What follows belongs to an exercise in optimizing a design on an open flow for small area and a short achievable clock period; a production flow would make more cautious choices.
At most, simulation tests tie the RTL to the original design; equivalence was not proved.
No activity file was given, so power comes from the tool's default toggle rates.

Setup of rev 12:
// FIFO
module FIFO(clk, rst, wr_en, rd_en, buf_in, buf_out, buf_empty, buf_full, fifo_counter);
input clk, rst, wr_en, rd_en;
input [7:0] buf_in;
output [7:0] buf_out;
output buf_empty, buf_full;
output [6:0] fifo_counter;
reg [7:0] buf_out;
reg buf_full;
reg not_empty;             
wire buf_empty = ~not_empty;
reg [6:0] fifo_counter;
reg [7:0] mem [0:63];
reg [7:0] sel_lo;
wire do_wr = wr_en & ~buf_full;
wire do_rd = rd_en & not_empty;
wire inc = do_wr & ~do_rd;
wire dec = do_rd & ~do_wr;
integer i;
always @(posedge clk) begin
    if (do_wr) begin
        mem[0] <= buf_in;
        for (i = 1; i < 64; i = i + 1)
            mem[i] <= mem[i-1];
    end
end
wire [7:0] lo0, sel_hi;
fifo_dec3 u_dlo (.a(fifo_counter[2:0]), .y(lo0));
fifo_dec3 u_dhi (.a(fifo_counter[5:3]), .y(sel_hi));
wire [7:0] lo_up = {lo0[6:0], lo0[7]};
wire [7:0] lo_dn = {lo0[0], lo0[7:1]};
always @(posedge clk) begin
    sel_lo <= inc ? lo_up : dec ? lo_dn : lo0;
end
wire [7:0] grp [0:7];
genvar g;
generate
    for (g = 0; g < 8; g = g + 1) begin : gm
        fifo_mux8 u_m (.sel(sel_lo),
            .d0(mem[(g*8+0+63)%64]), .d1(mem[(g*8+1+63)%64]), .d2(mem[(g*8+2+63)%64]), .d3(mem[(g*8+3+63)%64]),
            .d4(mem[(g*8+4+63)%64]), .d5(mem[(g*8+5+63)%64]), .d6(mem[(g*8+6+63)%64]), .d7(mem[(g*8+7+63)%64]),
            .y(grp[g]));
    end
endgenerate
wire [7:0] out_next;
fifo_mux9 u_mt (.sel(sel_hi & {8{do_rd}}), .hold(~do_rd),
    .d0(grp[0]), .d1(grp[1]), .d2(grp[2]), .d3(grp[3]),
  ...
==> module FIFO, before the edit <==
module FIFO(clk, rst, wr_en, rd_en, buf_in, buf_out, buf_empty, buf_full, fifo_counter);
input clk, rst, wr_en, rd_en;
input [7:0] buf_in;
output [7:0] buf_out;
output buf_empty, buf_full;
output [6:0] fifo_counter;
reg [7:0] buf_out;
reg buf_full;
reg not_empty;             
wire buf_empty = ~not_empty;
reg [6:0] fifo_counter;
reg [7:0] mem [0:63];
reg [7:0] sel_lo;
wire do_wr = wr_en & ~buf_full;
wire do_rd = rd_en & not_empty;
wire inc = do_wr & ~do_rd;
wire dec = do_rd & ~do_wr;
integer i;
always @(posedge clk) begin
    if (do_wr) begin
        mem[0] <= buf_in;
        for (i = 1; i < 64; i = i + 1)
            mem[i] <= mem[i-1];
    end
end
wire [7:0] lo0, sel_hi;
fifo_dec3 u_dlo (.a(fifo_counter[2:0]), .y(lo0));
fifo_dec3 u_dhi (.a(fifo_counter[5:3]), .y(sel_hi));
wire [7:0] lo_up = {lo0[6:0], lo0[7]};
wire [7:0] lo_dn = {lo0[0], lo0[7:1]};
always @(posedge clk) begin
    sel_lo <= inc ? lo_up : dec ? lo_dn : lo0;
end
wire [7:0] grp [0:7];
genvar g;
generate
    for (g = 0; g < 8; g = g + 1) begin : gm
        fifo_mux8 u_m (.sel(sel_lo),
            .d0(mem[(g*8+0+63)%64]), .d1(mem[(g*8+1+63)%64]), .d2(mem[(g*8+2+63)%64]), .d3(mem[(g*8+3+63)%64]),
            .d4(mem[(g*8+4+63)%64]), .d5(mem[(g*8+5+63)%64]), .d6(mem[(g*8+6+63)%64]), .d7(mem[(g*8+7+63)%64]),
            .y(grp[g]));
    end
endgenerate
wire [7:0] out_next;
fifo_mux9 u_mt (.sel(sel_hi & {8{do_rd}}), .hold(~do_rd),
    .d0(grp[0]), .d1(grp[1]), .d2(grp[2]), .d3(grp[3]),
    .d4(grp[4]), .d5(grp[5]), .d6(grp[6]), .d7(grp[7]), .d8(buf_out),
    .y(out_next));
always @(posedge clk or posedge rst) begin
    if (rst)
        buf_out <= 8'd0;
    else
        buf_out <= out_next;
end
wire [6:0] all1, all0;
wire full_up, ne_dn;
fifo_cnt_pre u_pre (.cnt(fifo_counter), .all1(all1), .all0(all0), .full_up(full_up), .ne_dn(ne_dn));
wire [6:0] tgl = ({7{inc}} & all1) | ({7{dec}} & all0);
always @(posedge clk or posedge rst) begin
    if (rst) begin
        fifo_counter <= 7'd0;
        not_empty <= 1'b0;
        buf_full <= 1'b0;
    end else begin
        fifo_counter <= fifo_counter ^ tgl;
        if (inc) begin
            not_empty <= 1'b1;
            buf_full <= full_up;
        end else if (dec) begin
            not_empty <= ne_dn;
            buf_full <= 1'b0;
        end
    end
end
endmodule
==> module fifo_cnt_pre, before the edit <==
module fifo_cnt_pre(cnt, all1, all0, full_up, ne_dn);
input [6:0] cnt;
output [6:0] all1, all0;
output full_up, ne_dn;
genvar k;
assign all1[0] = 1'b1;
assign all0[0] = 1'b1;
generate
    for (k = 1; k < 7; k = k + 1) begin : pre
        assign all1[k] = &cnt[k-1:0];
        assign all0[k] = ~|cnt[k-1:0];
    end
endgenerate
assign full_up = (cnt == 7'd63);
assign ne_dn = (cnt != 7'd1);
endmodule
Settings: LEC_CHECK=0, CAP_MARGIN=20, CORE_MARGIN=2, CORE_UTILIZATION=65, CTS_BUF_LIST=sky130_fd_sc_hd__clkbuf_16, CTS_CLUSTER_DIAMETER=100, CTS_CLUSTER_SIZE=30, SETUP_SLACK_MARGIN=2.85, SLEW_MARGIN=20, SYNTH_HIERARCHICAL=1, SYNTH_MINIMUM_KEEP_SIZE=0; clock period 5.0 ns.
run.sh (not shown) runs the stock make flow with config.mk's settings and CLKGATE_MAP_FILE= SYNTH_SCRIPT=/design/flow/synth_recipe.tcl, a recipe that flattens the netlist after the stock synthesis.
Here is what was changed in the inputs of rev 13 compared with rev 12.
diff --git a/flow/design.v b/flow/design.v
--- a/flow/design.v
+++ b/flow/design.v
@@ -53,22 +53,19 @@
     else
         buf_out <= out_next;
 end
-wire [6:0] all1, all0;
-wire full_up, ne_dn;
-fifo_cnt_pre u_pre (.cnt(fifo_counter), .all1(all1), .all0(all0), .full_up(full_up), .ne_dn(ne_dn));
-wire [6:0] tgl = ({7{inc}} & all1) | ({7{dec}} & all0);
 always @(posedge clk or posedge rst) begin
     if (rst) begin
         fifo_counter <= 7'd0;
         not_empty <= 1'b0;
         buf_full <= 1'b0;
     end else begin
-        fifo_counter <= fifo_counter ^ tgl;
         if (inc) begin
+            fifo_counter <= fifo_counter + 7'd1;
             not_empty <= 1'b1;
-            buf_full <= full_up;
+            buf_full <= (fifo_counter == 7'd63);
         end else if (dec) begin
-            not_empty <= ne_dn;
+            fifo_counter <= fifo_counter - 7'd1;
+            not_empty <= (fifo_counter != 7'd1);
             buf_full <= 1'b0;
         end
     end
@@ -95,19 +92,3 @@
          | ({8{sel[4]}} & d4) | ({8{sel[5]}} & d5) | ({8{sel[6]}} & d6) | ({8{sel[7]}} & d7)
          | ({8{hold}} & d8);
 endmodule
-module fifo_cnt_pre(cnt, all1, all0, full_up, ne_dn);
-input [6:0] cnt;
-output [6:0] all1, all0;
-output full_up, ne_dn;
-genvar k;
-assign all1[0] = 1'b1;
-assign all0[0] = 1'b1;
-generate
-    for (k = 1; k < 7; k = k + 1) begin : pre
-        assign all1[k] = &cnt[k-1:0];
-        assign all0[k] = ~|cnt[k-1:0];
-    end
-endgenerate
-assign full_up = (cnt == 7'd63);
-assign ne_dn = (cnt != 7'd1);
-endmodule
==> comparison <==
Every stage of the flow completed for rev 13, and the final layout passed the timing, DRC and antenna checks. Taking rev 12 as the reference point, the final wirelength of rev 13 rises by about 0.34%. Diff rev 12 -> rev 13: met1 wire length moved down, multi-input gate share of the layout cell area level, relative contribution of the clock network to total power level, smallest hold slack level, final area moved up. Max initial antenna violation count across rev 13 and rev 12: rev 12. Looking at worst setup slack for register-to-register paths, rev 13 sits 0.15 ns lower than rev 12 does. Rev 13 packs its core tighter than rev 12. On number of nets in the finished design, rev 13 and rev 12 are neck and neck. Rev 13 vs. rev 12: number of resized instances in the post-cts repair step saw an increase; first-pass GRT wire length saw an increase; internal power component +about 0.4%.
For rev 13, only the layout was checked, not whether the RTL still works.

[afterwards: timing with drivers on the ports]
The flow's constraints put no driver on any port. The routed layouts listed below were extracted and timed again, unchanged, in two steps.
Step 1, drivers: a clkbuf_16 drives clk and a buf_2 each remaining input, both assumed.
Step 2 times the ports against the registers' clock, not the clock port: input delays grow and output delays shrink by t, the midpoint of the rising clock arrivals with the driver on.
a / b / c = ideal / step 1 / step 2; a / b = the first two.
run | t (ns) | setup slack, ns | latest minus earliest clock arrival (ns) | worst data-port slew with drivers (ns)
rev 12 | 0.595 | 2.836 / 2.785 / 2.271 | 0.025 / 0.026 | 0.04
rev 13 | 0.597 | 2.793 / 2.739 / 2.217 | 0.016 / 0.016 | 0.06
After both steps every run listed still meets setup and hold. For rev 13, which loses most, drivers alone change the setup slack by -0.054 ns; drivers and shift together by -0.576 ns.
